Background: an optimization exercise with open tools, aiming at small area. Do not read the settings as production practice. For this run, only the layout was checked, not whether the RTL still works. The clock cells of this run come from the design's own scripts or RTL, not from TritonCTS. The flow treats the clock pin as an ideal source. Dropping or thinning the clock tree relies on that and would not hold on a real chip. Power figures rest on the tool's default switching activity, not on a simulated workload.

--- flow/run.sh ---
#!/bin/bash
# Own layout flow: the standard ORFS flow with two changes:
#  - synthesis maps the logic with an area-oriented ABC script (flow/abc_area.script),
#  - ports are buffered with sky130_fd_sc_hd__buf_1 instead of the default buffer,
#  - the clock tree is three clkbuf_8 driven by the clock port (flow/my_cts.tcl).
# Each tool's output goes to the ORFS logs under orfs/logs; make's own output to make_*.log.
set -euo pipefail
work=$(pwd)
rm -rf "$work/scripts_area"
cp -r "$FLOW_HOME/scripts" "$work/scripts_area"
cp "$work/flow/abc_area.script" "$work/scripts_area/abc_area.script"
# clock tree: the clock port drives three clkbuf_8, one per cluster of flip-flops
cp "$work/flow/my_cts.tcl" "$work/scripts_area/my_cts.tcl"
sed -i 's|^log_cmd clock_tree_synthesis {\*}\$cts_args$|source $::env(SCRIPTS_DIR)/my_cts.tcl\nmy_cts 3 sky130_fd_sc_hd__clkbuf_8\nset_propagated_clock [all_clocks]|' "$work/scripts_area/cts.tcl"
grep -q "^my_cts 3" "$work/scripts_area/cts.tcl"
bash standard.sh SCRIPTS_DIR="$work/scripts_area" ABC_AREA=1 \
  "BUFFER_PORTS_ARGS=-buffer_cell sky130_fd_sc_hd__buf_1" \
  finish > "$work/make_finish.log" 2>&1
--- standard.sh ---
#!/bin/bash
# synth_recipe.tcl (not shown) runs the flow's synth.tcl, then flattens the netlist and writes it again
# the make line also repeats each setting of config.mk as NAME=value (left out here)
make -C /OpenROAD-flow-scripts/flow DESIGN_CONFIG=/design/flow/config.mk WORK_HOME=/design/flow/orfs CLKGATE_MAP_FILE= SYNTH_SCRIPT=/design/flow/synth_recipe.tcl "${@:-finish}"
--- config.mk ---
export PLATFORM = sky130hd
export DESIGN_NAME = cajero
export DESIGN_NICKNAME = cajero
export VERILOG_FILES = /design/flow/design.v
export SDC_FILE = /design/flow/constraint.sdc
export NUM_CORES = 4
export LEC_CHECK = 0
export CAP_MARGIN = 20
export CORE_MARGIN = 2
export CORE_UTILIZATION = 65
export SLEW_MARGIN = 20
export SYNTH_HIERARCHICAL = 1
export SYNTH_MINIMUM_KEEP_SIZE = 0
--- flow/abc_area.script ---
strash
dch
map -a
strash
dch
map -a
topo
stime -c
--- design.v ---
module cajero(
  Clk, Reset, PIN, TARJETA_RECIBIDA, TIPO_TRANS, DIGITO, DIGITO_STB,
  MONTO, MONTO_STB, BALANCE_ACTUALIZADO, ENTREGAR_DINERO, FONDOS_INSUFICIENTES,
  PIN_INCORRECTO, ADVERTENCIA, Bloqueo, TIPO_STB
);
input Clk, Reset, TARJETA_RECIBIDA, TIPO_TRANS, DIGITO_STB, MONTO_STB, TIPO_STB;
input [15:0] PIN;
input [3:0] DIGITO;
input [31:0] MONTO;
output reg BALANCE_ACTUALIZADO, ENTREGAR_DINERO, FONDOS_INSUFICIENTES, PIN_INCORRECTO, ADVERTENCIA, Bloqueo;
reg [2:0] q, nq;
reg [1:0] w, nw;
reg [15:0] dig;            
reg [31:0] r;              
wire [31:0] nr;
wire C     = TARJETA_RECIBIDA;
wire lt4   = ~q[2];                      
wire n4    = q[2] & q[1] & ~q[0];        
wire trans = q[2] & q[0];                
wire lock  = q[2] & ~q[1] & ~q[0];
wire match;
cj_eq eq (.a(dig), .b(PIN), .y(match));
wire shift = C & DIGITO_STB & lt4;       
wire ok    = C & n4 & match;             
wire go    = ok & TIPO_STB;              
wire bad   = C & n4 & ~match;            
wire L3    = C & w[1] & ~w[0];           
wire tm    = trans & MONTO_STB;          
wire sub = q[1];             
wire rst = ~Reset;
wire [31:0] p, g;         
wire [32:0] c;
wire ge = c[32];
wire upd = tm & (~q[1] | ge);
wire nupd = ~upd;
assign c[0] = sub;
cj_bit_e b0 (.r(r[0]), .m(MONTO[0]), .sub(sub), .c(c[0]), .upd(upd), .nupd(nupd), .rst(rst), .p(p[0]), .g(g[0]), .nr(nr[0]));
cj_ce k0 (.p(p[0]), .g(g[0]), .c(c[0]), .y(c[1]));
cj_bit_o b1 (.r(r[1]), .m(MONTO[1]), .sub(sub), .nc(c[1]), .upd(upd), .nupd(nupd), .rn(Reset), .p(p[1]), .tq(g[1]), .nr(nr[1]));
cj_co k1 (.p(p[1]), .r(r[1]), .tq(g[1]), .c(c[1]), .y(c[2]));
cj_bit_e b2 (.r(r[2]), .m(MONTO[2]), .sub(sub), .c(c[2]), .upd(upd), .nupd(nupd), .rst(rst), .p(p[2]), .g(g[2]), .nr(nr[2]));
cj_ce k2 (.p(p[2]), .g(g[2]), .c(c[2]), .y(c[3]));
cj_bit_o b3 (.r(r[3]), .m(MONTO[3]), .sub(sub), .nc(c[3]), .upd(upd), .nupd(nupd), .rn(Reset), .p(p[3]), .tq(g[3]), .nr(nr[3]));
cj_co k3 (.p(p[3]), .r(r[3]), .tq(g[3]), .c(c[3]), .y(c[4]));
cj_bit_e b4 (.r(r[4]), .m(MONTO[4]), .sub(sub), .c(c[4]), .upd(upd), .nupd(nupd), .rst(rst), .p(p[4]), .g(g[4]), .nr(nr[4]));
cj_ce k4 (.p(p[4]), .g(g[4]), .c(c[4]), .y(c[5]));
cj_bit_o b5 (.r(r[5]), .m(MONTO[5]), .sub(sub), .nc(c[5]), .upd(upd), .nupd(nupd), .rn(Reset), .p(p[5]), .tq(g[5]), .nr(nr[5]));
cj_co k5 (.p(p[5]), .r(r[5]), .tq(g[5]), .c(c[5]), .y(c[6]));
cj_bit_e b6 (.r(r[6]), .m(MONTO[6]), .sub(sub), .c(c[6]), .upd(upd), .nupd(nupd), .rst(rst), .p(p[6]), .g(g[6]), .nr(nr[6]));
cj_ce k6 (.p(p[6]), .g(g[6]), .c(c[6]), .y(c[7]));
cj_bit_o b7 (.r(r[7]), .m(MONTO[7]), .sub(sub), .nc(c[7]), .upd(upd), .nupd(nupd), .rn(Reset), .p(p[7]), .tq(g[7]), .nr(nr[7]));
cj_co k7 (.p(p[7]), .r(r[7]), .tq(g[7]), .c(c[7]), .y(c[8]));
cj_bit_e b8 (.r(r[8]), .m(MONTO[8]), .sub(sub), .c(c[8]), .upd(upd), .nupd(nupd), .rst(rst), .p(p[8]), .g(g[8]), .nr(nr[8]));
cj_ce k8 (.p(p[8]), .g(g[8]), .c(c[8]), .y(c[9]));
cj_bit_o b9 (.r(r[9]), .m(MONTO[9]), .sub(sub), .nc(c[9]), .upd(upd), .nupd(nupd), .rn(Reset), .p(p[9]), .tq(g[9]), .nr(nr[9]));
cj_co k9 (.p(p[9]), .r(r[9]), .tq(g[9]), .c(c[9]), .y(c[10]));
cj_bit_e b10 (.r(r[10]), .m(MONTO[10]), .sub(sub), .c(c[10]), .upd(upd), .nupd(nupd), .rst(rst), .p(p[10]), .g(g[10]), .nr(nr[10]));
cj_ce k10 (.p(p[10]), .g(g[10]), .c(c[10]), .y(c[11]));
cj_bit_o b11 (.r(r[11]), .m(MONTO[11]), .sub(sub), .nc(c[11]), .upd(upd), .nupd(nupd), .rn(Reset), .p(p[11]), .tq(g[11]), .nr(nr[11]));
cj_co k11 (.p(p[11]), .r(r[11]), .tq(g[11]), .c(c[11]), .y(c[12]));
cj_bit_e b12 (.r(r[12]), .m(MONTO[12]), .sub(sub), .c(c[12]), .upd(upd), .nupd(nupd), .rst(rst), .p(p[12]), .g(g[12]), .nr(nr[12]));
cj_ce k12 (.p(p[12]), .g(g[12]), .c(c[12]), .y(c[13]));
cj_bit_o b13 (.r(r[13]), .m(MONTO[13]), .sub(sub), .nc(c[13]), .upd(upd), .nupd(nupd), .rn(Reset), .p(p[13]), .tq(g[13]), .nr(nr[13]));
cj_co k13 (.p(p[13]), .r(r[13]), .tq(g[13]), .c(c[13]), .y(c[14]));
cj_bit_e b14 (.r(r[14]), .m(MONTO[14]), .sub(sub), .c(c[14]), .upd(upd), .nupd(nupd), .rst(rst), .p(p[14]), .g(g[14]), .nr(nr[14]));
cj_ce k14 (.p(p[14]), .g(g[14]), .c(c[14]), .y(c[15]));
cj_bit_o b15 (.r(r[15]), .m(MONTO[15]), .sub(sub), .nc(c[15]), .upd(upd), .nupd(nupd), .rn(Reset), .p(p[15]), .tq(g[15]), .nr(nr[15]));
wire [8:1] g1;
wire p1;
cj_inv gg1_0 (.a(g[8]), .y(g1[1]));
cj_co gg1_1 (.p(p[9]), .r(r[9]), .tq(g[9]), .c(g1[1]), .y(g1[2]));
cj_ce gg1_2 (.p(p[10]), .g(g[10]), .c(g1[2]), .y(g1[3]));
cj_co gg1_3 (.p(p[11]), .r(r[11]), .tq(g[11]), .c(g1[3]), .y(g1[4]));
cj_ce gg1_4 (.p(p[12]), .g(g[12]), .c(g1[4]), .y(g1[5]));
cj_co gg1_5 (.p(p[13]), .r(r[13]), .tq(g[13]), .c(g1[5]), .y(g1[6]));
cj_ce gg1_6 (.p(p[14]), .g(g[14]), .c(g1[6]), .y(g1[7]));
cj_co gg1_7 (.p(p[15]), .r(r[15]), .tq(g[15]), .c(g1[7]), .y(g1[8]));
cj_and8 pp1 (.a(p[15:8]), .y(p1));
cj_skip sk1 (.s(p1), .a1(c[8]), .a0(g1[8]), .y(c[16]));
cj_bit_e b16 (.r(r[16]), .m(MONTO[16]), .sub(sub), .c(c[16]), .upd(upd), .nupd(nupd), .rst(rst), .p(p[16]), .g(g[16]), .nr(nr[16]));
cj_ce k16 (.p(p[16]), .g(g[16]), .c(c[16]), .y(c[17]));
cj_bit_o b17 (.r(r[17]), .m(MONTO[17]), .sub(sub), .nc(c[17]), .upd(upd), .nupd(nupd), .rn(Reset), .p(p[17]), .tq(g[17]), .nr(nr[17]));
cj_co k17 (.p(p[17]), .r(r[17]), .tq(g[17]), .c(c[17]), .y(c[18]));
cj_bit_e b18 (.r(r[18]), .m(MONTO[18]), .sub(sub), .c(c[18]), .upd(upd), .nupd(nupd), .rst(rst), .p(p[18]), .g(g[18]), .nr(nr[18]));
cj_ce k18 (.p(p[18]), .g(g[18]), .c(c[18]), .y(c[19]));
cj_bit_o b19 (.r(r[19]), .m(MONTO[19]), .sub(sub), .nc(c[19]), .upd(upd), .nupd(nupd), .rn(Reset), .p(p[19]), .tq(g[19]), .nr(nr[19]));
cj_co k19 (.p(p[19]), .r(r[19]), .tq(g[19]), .c(c[19]), .y(c[20]));
cj_bit_e b20 (.r(r[20]), .m(MONTO[20]), .sub(sub), .c(c[20]), .upd(upd), .nupd(nupd), .rst(rst), .p(p[20]), .g(g[20]), .nr(nr[20]));
cj_ce k20 (.p(p[20]), .g(g[20]), .c(c[20]), .y(c[21]));
cj_bit_o b21 (.r(r[21]), .m(MONTO[21]), .sub(sub), .nc(c[21]), .upd(upd), .nupd(nupd), .rn(Reset), .p(p[21]), .tq(g[21]), .nr(nr[21]));
cj_co k21 (.p(p[21]), .r(r[21]), .tq(g[21]), .c(c[21]), .y(c[22]));
cj_bit_e b22 (.r(r[22]), .m(MONTO[22]), .sub(sub), .c(c[22]), .upd(upd), .nupd(nupd), .rst(rst), .p(p[22]), .g(g[22]), .nr(nr[22]));
cj_ce k22 (.p(p[22]), .g(g[22]), .c(c[22]), .y(c[23]));
cj_bit_o b23 (.r(r[23]), .m(MONTO[23]), .sub(sub), .nc(c[23]), .upd(upd), .nupd(nupd), .rn(Reset), .p(p[23]), .tq(g[23]), .nr(nr[23]));
wire [8:1] g2;
wire p2;
cj_inv gg2_0 (.a(g[16]), .y(g2[1]));
cj_co gg2_1 (.p(p[17]), .r(r[17]), .tq(g[17]), .c(g2[1]), .y(g2[2]));
cj_ce gg2_2 (.p(p[18]), .g(g[18]), .c(g2[2]), .y(g2[3]));
cj_co gg2_3 (.p(p[19]), .r(r[19]), .tq(g[19]), .c(g2[3]), .y(g2[4]));
cj_ce gg2_4 (.p(p[20]), .g(g[20]), .c(g2[4]), .y(g2[5]));
cj_co gg2_5 (.p(p[21]), .r(r[21]), .tq(g[21]), .c(g2[5]), .y(g2[6]));
cj_ce gg2_6 (.p(p[22]), .g(g[22]), .c(g2[6]), .y(g2[7]));
cj_co gg2_7 (.p(p[23]), .r(r[23]), .tq(g[23]), .c(g2[7]), .y(g2[8]));
cj_and8 pp2 (.a(p[23:16]), .y(p2));
cj_skip sk2 (.s(p2), .a1(c[16]), .a0(g2[8]), .y(c[24]));
cj_bit_e b24 (.r(r[24]), .m(MONTO[24]), .sub(sub), .c(c[24]), .upd(upd), .nupd(nupd), .rst(rst), .p(p[24]), .g(g[24]), .nr(nr[24]));
cj_ce k24 (.p(p[24]), .g(g[24]), .c(c[24]), .y(c[25]));
cj_bit_o b25 (.r(r[25]), .m(MONTO[25]), .sub(sub), .nc(c[25]), .upd(upd), .nupd(nupd), .rn(Reset), .p(p[25]), .tq(g[25]), .nr(nr[25]));
cj_co k25 (.p(p[25]), .r(r[25]), .tq(g[25]), .c(c[25]), .y(c[26]));
cj_bit_e b26 (.r(r[26]), .m(MONTO[26]), .sub(sub), .c(c[26]), .upd(upd), .nupd(nupd), .rst(rst), .p(p[26]), .g(g[26]), .nr(nr[26]));
cj_ce k26 (.p(p[26]), .g(g[26]), .c(c[26]), .y(c[27]));
cj_bit_o b27 (.r(r[27]), .m(MONTO[27]), .sub(sub), .nc(c[27]), .upd(upd), .nupd(nupd), .rn(Reset), .p(p[27]), .tq(g[27]), .nr(nr[27]));
cj_co k27 (.p(p[27]), .r(r[27]), .tq(g[27]), .c(c[27]), .y(c[28]));
cj_bit_e b28 (.r(r[28]), .m(MONTO[28]), .sub(sub), .c(c[28]), .upd(upd), .nupd(nupd), .rst(rst), .p(p[28]), .g(g[28]), .nr(nr[28]));
cj_ce k28 (.p(p[28]), .g(g[28]), .c(c[28]), .y(c[29]));
cj_bit_o b29 (.r(r[29]), .m(MONTO[29]), .sub(sub), .nc(c[29]), .upd(upd), .nupd(nupd), .rn(Reset), .p(p[29]), .tq(g[29]), .nr(nr[29]));
cj_co k29 (.p(p[29]), .r(r[29]), .tq(g[29]), .c(c[29]), .y(c[30]));
cj_bit_e b30 (.r(r[30]), .m(MONTO[30]), .sub(sub), .c(c[30]), .upd(upd), .nupd(nupd), .rst(rst), .p(p[30]), .g(g[30]), .nr(nr[30]));
cj_ce k30 (.p(p[30]), .g(g[30]), .c(c[30]), .y(c[31]));
cj_bit_o b31 (.r(r[31]), .m(MONTO[31]), .sub(sub), .nc(c[31]), .upd(upd), .nupd(nupd), .rn(Reset), .p(p[31]), .tq(g[31]), .nr(nr[31]));
wire [8:1] g3;
wire p3;
cj_inv gg3_0 (.a(g[24]), .y(g3[1]));
cj_co gg3_1 (.p(p[25]), .r(r[25]), .tq(g[25]), .c(g3[1]), .y(g3[2]));
cj_ce gg3_2 (.p(p[26]), .g(g[26]), .c(g3[2]), .y(g3[3]));
cj_co gg3_3 (.p(p[27]), .r(r[27]), .tq(g[27]), .c(g3[3]), .y(g3[4]));
cj_ce gg3_4 (.p(p[28]), .g(g[28]), .c(g3[4]), .y(g3[5]));
cj_co gg3_5 (.p(p[29]), .r(r[29]), .tq(g[29]), .c(g3[5]), .y(g3[6]));
cj_ce gg3_6 (.p(p[30]), .g(g[30]), .c(g3[6]), .y(g3[7]));
cj_co gg3_7 (.p(p[31]), .r(r[31]), .tq(g[31]), .c(g3[7]), .y(g3[8]));
cj_and8 pp3 (.a(p[31:24]), .y(p3));
cj_skip sk3 (.s(p3), .a1(c[24]), .a0(g3[8]), .y(c[32]));
always @(posedge Clk)
  if (shift) dig <= {dig[11:0], DIGITO};
always @(*) begin
  BALANCE_ACTUALIZADO = upd;
  ENTREGAR_DINERO = tm & q[1] & ge;
  FONDOS_INSUFICIENTES = tm & q[1] & ~ge;
  PIN_INCORRECTO = bad;
  ADVERTENCIA = C & w[1] & w[0];
  Bloqueo = lock | L3;
end
always @(*) begin
  nq = q; nw = w;
  if (shift) nq = {q[1] & ~q[0], q[1] | q[0], ~q[1]};    
  if (go) nq = {1'b1, TIPO_TRANS, 1'b1};
  if (bad | tm) nq = 3'b000;
  if (ok) nw = 2'b00;
  if (bad) nw = {w[0], ~w[1]};                          
  if (L3) begin
    nq = 3'b100;
    nw = 2'b00;
  end
end
always @(posedge Clk) begin
  if (!Reset) begin
    q <= 3'b000;
    w <= 2'b00;
  end else begin
    q <= nq;
    w <= nw;
  end
  r <= nr;    
end
endmodule
module cj_bit_e(input r, input m, input sub, input c, input upd, input nupd, input rst,
                output p, output g, output nr);
  wire t = m ^ sub;
  assign p = r ^ t;
  assign g = r & t;
  assign nr = ~(rst | ~((upd & (p ^ c)) | (nupd & r)));
endmodule
module cj_bit_o(input r, input m, input sub, input nc, input upd, input nupd, input rn,
                output p, output tq, output nr);
  assign tq = ~(m ^ sub);
  assign p = ~(r ^ tq);
  assign nr = ~(rn & ~((upd & ~(p ^ nc)) | (nupd & r)));
endmodule
module cj_ce(input p, input g, input c, output y);
  assign y = ~(g | (p & c));
endmodule
module cj_co(input p, input r, input tq, input c, output y);
  assign y = ~((r | tq) & (p | c));
endmodule
module cj_inv(input a, output y);
  assign y = ~a;
endmodule
module cj_eq(input [15:0] a, input [15:0] b, output y);
  wire [15:0] x;
  genvar i;
  generate
    for (i = 0; i < 16; i = i + 1) begin : eqb
      cj_xnor xn (.a(a[i]), .b(b[i]), .y(x[i]));
    end
  endgenerate
  cj_all16 al (.a(x), .y(y));
endmodule
module cj_xnor(input a, input b, output y);
  assign y = ~(a ^ b);
endmodule
module cj_all16(input [15:0] a, output y);
  assign y = &a;
endmodule
module cj_skip(input s, input a1, input a0, output y);
  assign y = a0 | (s & a1);
endmodule
module cj_and8(input [7:0] a, output y);
  assign y = a[0] & a[2] & a[4] & a[6] & ~(a[1] | a[3] | a[5] | a[7]);
endmodule
--- flow/my_cts.tcl ---
# Clock tree: the clock port drives NLEAF clock buffers directly, each driving
# the flip-flops of one cluster (clusters of equal size from k-means on the
# flip-flop locations).
proc my_cts { nleaf buf } {
  set block [ord::get_db_block]
  set pins {}
  set pts {}
  foreach p [get_pins -of_objects [get_nets Clk]] {
    if { [get_property $p direction] != "input" } { continue }
    set inst [[sta::sta_to_db_pin $p] getInst]
    set bb [$inst getBBox]
    lappend pins $p
    lappend pts [list [expr ([$bb xMin] + [$bb xMax]) / 2.0] [expr ([$bb yMin] + [$bb yMax]) / 2.0]]
  }
  set n [llength $pins]
  # initial centers: spread along sorted x+y
  set order [lsort -real -indices [lmap pt $pts { expr [lindex $pt 0] + [lindex $pt 1] }]]
  set centers {}
  for { set k 0 } { $k < $nleaf } { incr k } {
    lappend centers [lindex $pts [lindex $order [expr int(($k + 0.5) * $n / $nleaf)]]]
  }
  for { set it 0 } { $it < 50 } { incr it } {
    # balanced assignment: at most cap flip-flops per cluster, nearest first
    set cap [expr ($n + $nleaf - 1) / $nleaf]
    set cand {}
    for { set i 0 } { $i < $n } { incr i } {
      set pt [lindex $pts $i]
      for { set k 0 } { $k < $nleaf } { incr k } {
        set c [lindex $centers $k]
        lappend cand [list [expr abs([lindex $pt 0] - [lindex $c 0]) + abs([lindex $pt 1] - [lindex $c 1])] $i $k]
      }
    }
    set asg [lrepeat $n -1]
    set fill [lrepeat $nleaf 0]
    foreach cd [lsort -real -index 0 $cand] {
      lassign $cd d i k
      if { [lindex $asg $i] >= 0 || [lindex $fill $k] >= $cap } { continue }
      lset asg $i $k
      lset fill $k [expr [lindex $fill $k] + 1]
    }
    set nc {}
    for { set k 0 } { $k < $nleaf } { incr k } {
      set sx 0; set sy 0; set cnt 0
      foreach pt $pts a $asg { if { $a == $k } { set sx [expr $sx + [lindex $pt 0]]; set sy [expr $sy + [lindex $pt 1]]; incr cnt } }
      if { $cnt > 0 } { lappend nc [list [expr $sx / $cnt] [expr $sy / $cnt]] } else { lappend nc [lindex $centers $k] }
    }
    set centers $nc
  }
  set dbu [$block getDbUnitsPerMicron]
  for { set k 0 } { $k < $nleaf } { incr k } {
    set grp {}
    foreach p $pins a $asg { if { $a == $k } { lappend grp $p } }
    if { [llength $grp] == 0 } { continue }
    set c [lindex $centers $k]
    puts "clock cluster $k: [llength $grp] flip-flops at [expr [lindex $c 0] / $dbu] [expr [lindex $c 1] / $dbu]"
    insert_buffer -buffer_cell $buf -net Clk -load_pins $grp \
      -location [list [expr [lindex $c 0] / $dbu] [expr [lindex $c 1] / $dbu]] \
      -buffer_name clkbuf_leaf_$k -net_name clknet_leaf_$k
  }
}
--- constraint.sdc ---
create_clock -name core_clock -period 6.0 [get_ports {Clk}]
set_input_delay 1.2000 -clock core_clock [delete_from_list [all_inputs] [get_ports {Clk}]]
set_output_delay 1.2000 -clock core_clock [all_outputs]
set_load 0.01 [all_outputs]
==> run notes <==
==> per-module statistics from Yosys (local to each module, per instance), a selection <==
module    area [um2]  times used  cells inside  flops+latches
cajero          1410           1            94             53
cj_bit_e       42.54          16             6              0
cj_bit_o       37.54          16             5              0
cj_all16       31.28           1             5              0
cj_and8        18.77           3             3              0
cj_xnor        8.758          16             1              0
cj_skip        8.758           3             1              0
cj_co          6.256          25             1              0
cj_ce          5.005          25             1              0
==> state kept, by name (all words and copies together), names as in the netlist <==
register,flops
dig,16
r,32
q,3
w,2
==> synthesized netlist by cell type <==
cell type,count,area share [%]
a21o_2,3,0.81
a31oi_1,1,0.19
o21ai_0,16,2.5
nor4_1,1,0.19
ha_1,16,6.2
xnor2_1,64,17
a22oi_1,18,4.2
clkinv_1,15,1.7
nor3b_1,3,0.70
o22ai_1,27,5.2
nand4_1,7,1.4
nor2_1,8,0.93
o31ai_1,1,0.23
edfxtp_1,16,15
nor3_1,8,1.2
xor2_1,16,4.3
a21boi_0,16,3.7
nand2_1,36,4.2
o211ai_1,1,0.23
a21oi_1,43,6.6
nand3_1,3,0.46
dfxtp_1,37,23
==> cell type report, without the clock buffers <==
class | instances | area, um2
Multi-Input combinational cell | 288 | 1964
Sequential cell | 53 | 1222
Fill cell | 374 | 1116
Timing Repair Buffer | 68 | 270.3
Tap cell | 67 | 83.83
Inverter | 15 | 56.30
==> per-stage QoR <==
step	cell area [um2]	util [%]	cells	power (W)
finish	3638	76.53	494	0.0006317
global placement	3597	75.66	491	0.0004971
detailed placement	3597	75.66	491	0.0005006
global route	3638	76.53	494	0.0006617
floorplan	3243	-	356	0.0004664
CTS	3638	76.53	494	0.0006343
==> critical path, delay by kind of cell <==
| family | cells | cell delay, ns |
|---|---|---|
| AND/OR/NAND/NOR | 1 | 0.20 |
| adder cells (fa/ha/maj) | 1 | 0.31 |
| XOR/XNOR | 1 | 0.14 |
| buffers and inverters | 2 | 0.25 |
| AO/OA/AOI/OAI | 11 | 2.21 |
==> cells by family after synthesis <==
logic type,after synthesis,share of synthesized area [%]
flip-flops,53,37.71
AO/OA/AOI/OAI,126,23.69
adder cells (fa/ha/maj),16,6.182
AND/OR/NAND/NOR,66,9.042
buffers and inverters,15,1.739
XOR/XNOR,80,21.64
==> how the worst max path moves through the flow <==
stage | startpoint | end | slack, ns | depth (start not counted)
finish | MONTO[0] | FONDOS_INSUFICIENTES | 0.50 | 16
CTS | MONTO[0] | FONDOS_INSUFICIENTES | 0.50 | 16
detailed placement | MONTO[0] | FONDOS_INSUFICIENTES | 0.54 | 16
global placement | MONTO[0] | FONDOS_INSUFICIENTES | 0.62 | 16
floorplan | MONTO[0] | r[11] | 0.55 | 18
global route | MONTO[0] | FONDOS_INSUFICIENTES | 0.1 | 16
==> power groups by stage <==
stage	sequential [W]	clock [W]	combinational, W
4_1_cts	0.000384	0.000141	0.000109
5_1_grt	0.000386	0.000154	0.000122
6_report	0.000384	0.000138	0.000109
3_3_place_gp	0.000392	0	0.000105
2_1_floorplan	0.000392	0	0.0000744
3_5_place_dp	0.000393	0	0.000108
==> metal layers <==
metal | routed length (um) | vias up | track usage, %
met3 | 225 | 3 | 1.220
met5 | 0 | - | 0
met2 | 3087 | 53 | 40.61
met1 | 3168 | 1263 | 33.36
li1 | - | 1451 | -
met4 | 39 | 0 | 1.190
==> flow_metrics.env <==
export IMPL_status="finished clean"
export IMPL_layout_nets=504
export IMPL_fin_tns_setup_ns=0
export IMPL_clockPowerShare_pct=21.9
export IMPL_combPwrFrac_pct=17.3
export IMPL_drc=0
export IMPL_clk_latency_ns=0.17
export IMPL_max_stage_delay_ns=0.31
export IMPL_io_buffers=64
export IMPL_crit_chain="buf_1 -> xor2_1 -> ha_1 -> a21oi_1 -> o22ai_1 -> a21oi_1 -> o22ai_1 -> a21oi_1 -> o22ai_1 -> a21oi_1 -> o22ai_1 -> a21o_2 -> a21o_2 -> a21o_2 -> nor3_1 -> buf_1"
export IMPL_relSlewSlack_pct=40.78
export IMPL_ys_seq_elements=53
export IMPL_grt_max_degree=34
export IMPL_area_growth_pct=12.36
export IMPL_drt_iter0_drc=143
export IMPL_crit_fanout=4
export IMPL_setup_violations_final=0
export IMPL_vias=2770
export IMPL_hold_viol=0
export IMPL_max_cap_viol_count=0
export IMPL_ff2ff_setup_slack_ns=1.28
export IMPL_crit_type="primary input to output pin"
export IMPL_gp_congestion=0.8137
export IMPL_num_antenna_cells=0
export IMPL_vdd_drop_max_mv=0.1134
export IMPL_wl_per_cell_um=13.20
export IMPL_core_area_um2=4755
export IMPL_pre_cts_ws_ns=0.5428
export IMPL_finClkSkew_ns=0.01235
export IMPL_antenna_found_initial=0
export IMPL_r2r_start="q[1]"
export IMPL_dieHeight_um=74.58
export IMPL_hold_slack_ns=0.4748
export IMPL_ys_seq_area_share_pct=37.71
export IMPL_p_seq_share_pct=60.8
export IMPL_wl_um=6520
export IMPL_drive_gt1_share_pct=2.810
export IMPL_finalCriticalPeriod_ns=5.502
export IMPL_hold_path_end="r[22]"
export IMPL_cts_resized=0
export IMPL_p_per_area_nw_per_um2=173.6
export IMPL_timing_rr_end="r[31]"
export IMPL_maxSlewViolCount=0
export IMPL_grt_util_all_layers_pct=23.15
export IMPL_hp_start="r[22]"
export IMPL_die_width_um=74.58
export IMPL_crit_arrival_ns=4.30
export IMPL_cpMaxStageDelayCell="ha_1"
export IMPL_io_pins=65
export IMPL_p_switching_w=0.0001583
export IMPL_end_kind="output pin"
export IMPL_syn_area_um2=3238
export IMPL_dp_hpwl_um=4729
export IMPL_cts_setup_buffers=0
export IMPL_netlist_instances=356
export IMPL_grt_pass1_vias=2384
export IMPL_swShare_pct=25.05
export IMPL_reg2reg_depth=22
export IMPL_yosys_warnings=7
export IMPL_hp_class="register to register"
export IMPL_overflow=0
export IMPL_grt_pass1_wl_um=10520
export IMPL_clk_pin_slew_ns=0.10
export IMPL_synth_nets=431
export IMPL_ys_types=22
export IMPL_cts_hold_fix_buffers=0
export IMPL_startpoint_type="primary input"
export IMPL_tightest_slew_ns=0.8883
export IMPL_postSynthAreaPerCell_um2=9.096
export IMPL_min_path_cells=2
export IMPL_firstDrtPassIters=4
export IMPL_p_leak_nw=1.230
export IMPL_cp_required_ns=4.80
export IMPL_layout_setup_ws_ns=0.4982
export IMPL_fmax_mhz=181.8
export IMPL_final_cell_mix="64 x xnor2_1, 64 x buf_1, 42 x a21oi_1"
export IMPL_fp_dieArea_um2=5562
export IMPL_rsz0062_at_grt="no"
export IMPL_vias_per_cell=5.607
export IMPL_finalCritPeriodShare_pct=91.70
export IMPL_start_util_pct=68.11
export IMPL_p_int_w=0.0004735
export IMPL_postRouteAntennaNets=0
export IMPL_core_rowCount=25

static timing again, ports no longer ideal:
In the flow no input, the clock included, has a driving cell. The finished layout below was timed again as built, in two steps.
Step 1 sets driving cells, clkbuf_16 on the clock port and buf_2 on the other inputs (assumed; they add their load-dependent delay and slew).
Step 2 adds t to the input delays and takes it off the output delays; t is the mean of the earliest and latest rising clock arrival at the registers after step 1. Input paths then give back, and output paths get back, about the clock's delay inside the block.
Three values: no drivers, after step 1, after step 2; two values: the first two.
shift t [ns]: 0.210
setup WS [ns]: 0.498 / 0.478 / 0.478
clock arrival spread, ns: 0.014 / 0.014
worst slew at a driven data input, ns: 0.03
After both steps this run still meets setup and hold. The setup slack of this run moves by -0.020 ns with the drivers and by -0.020 ns with both steps.
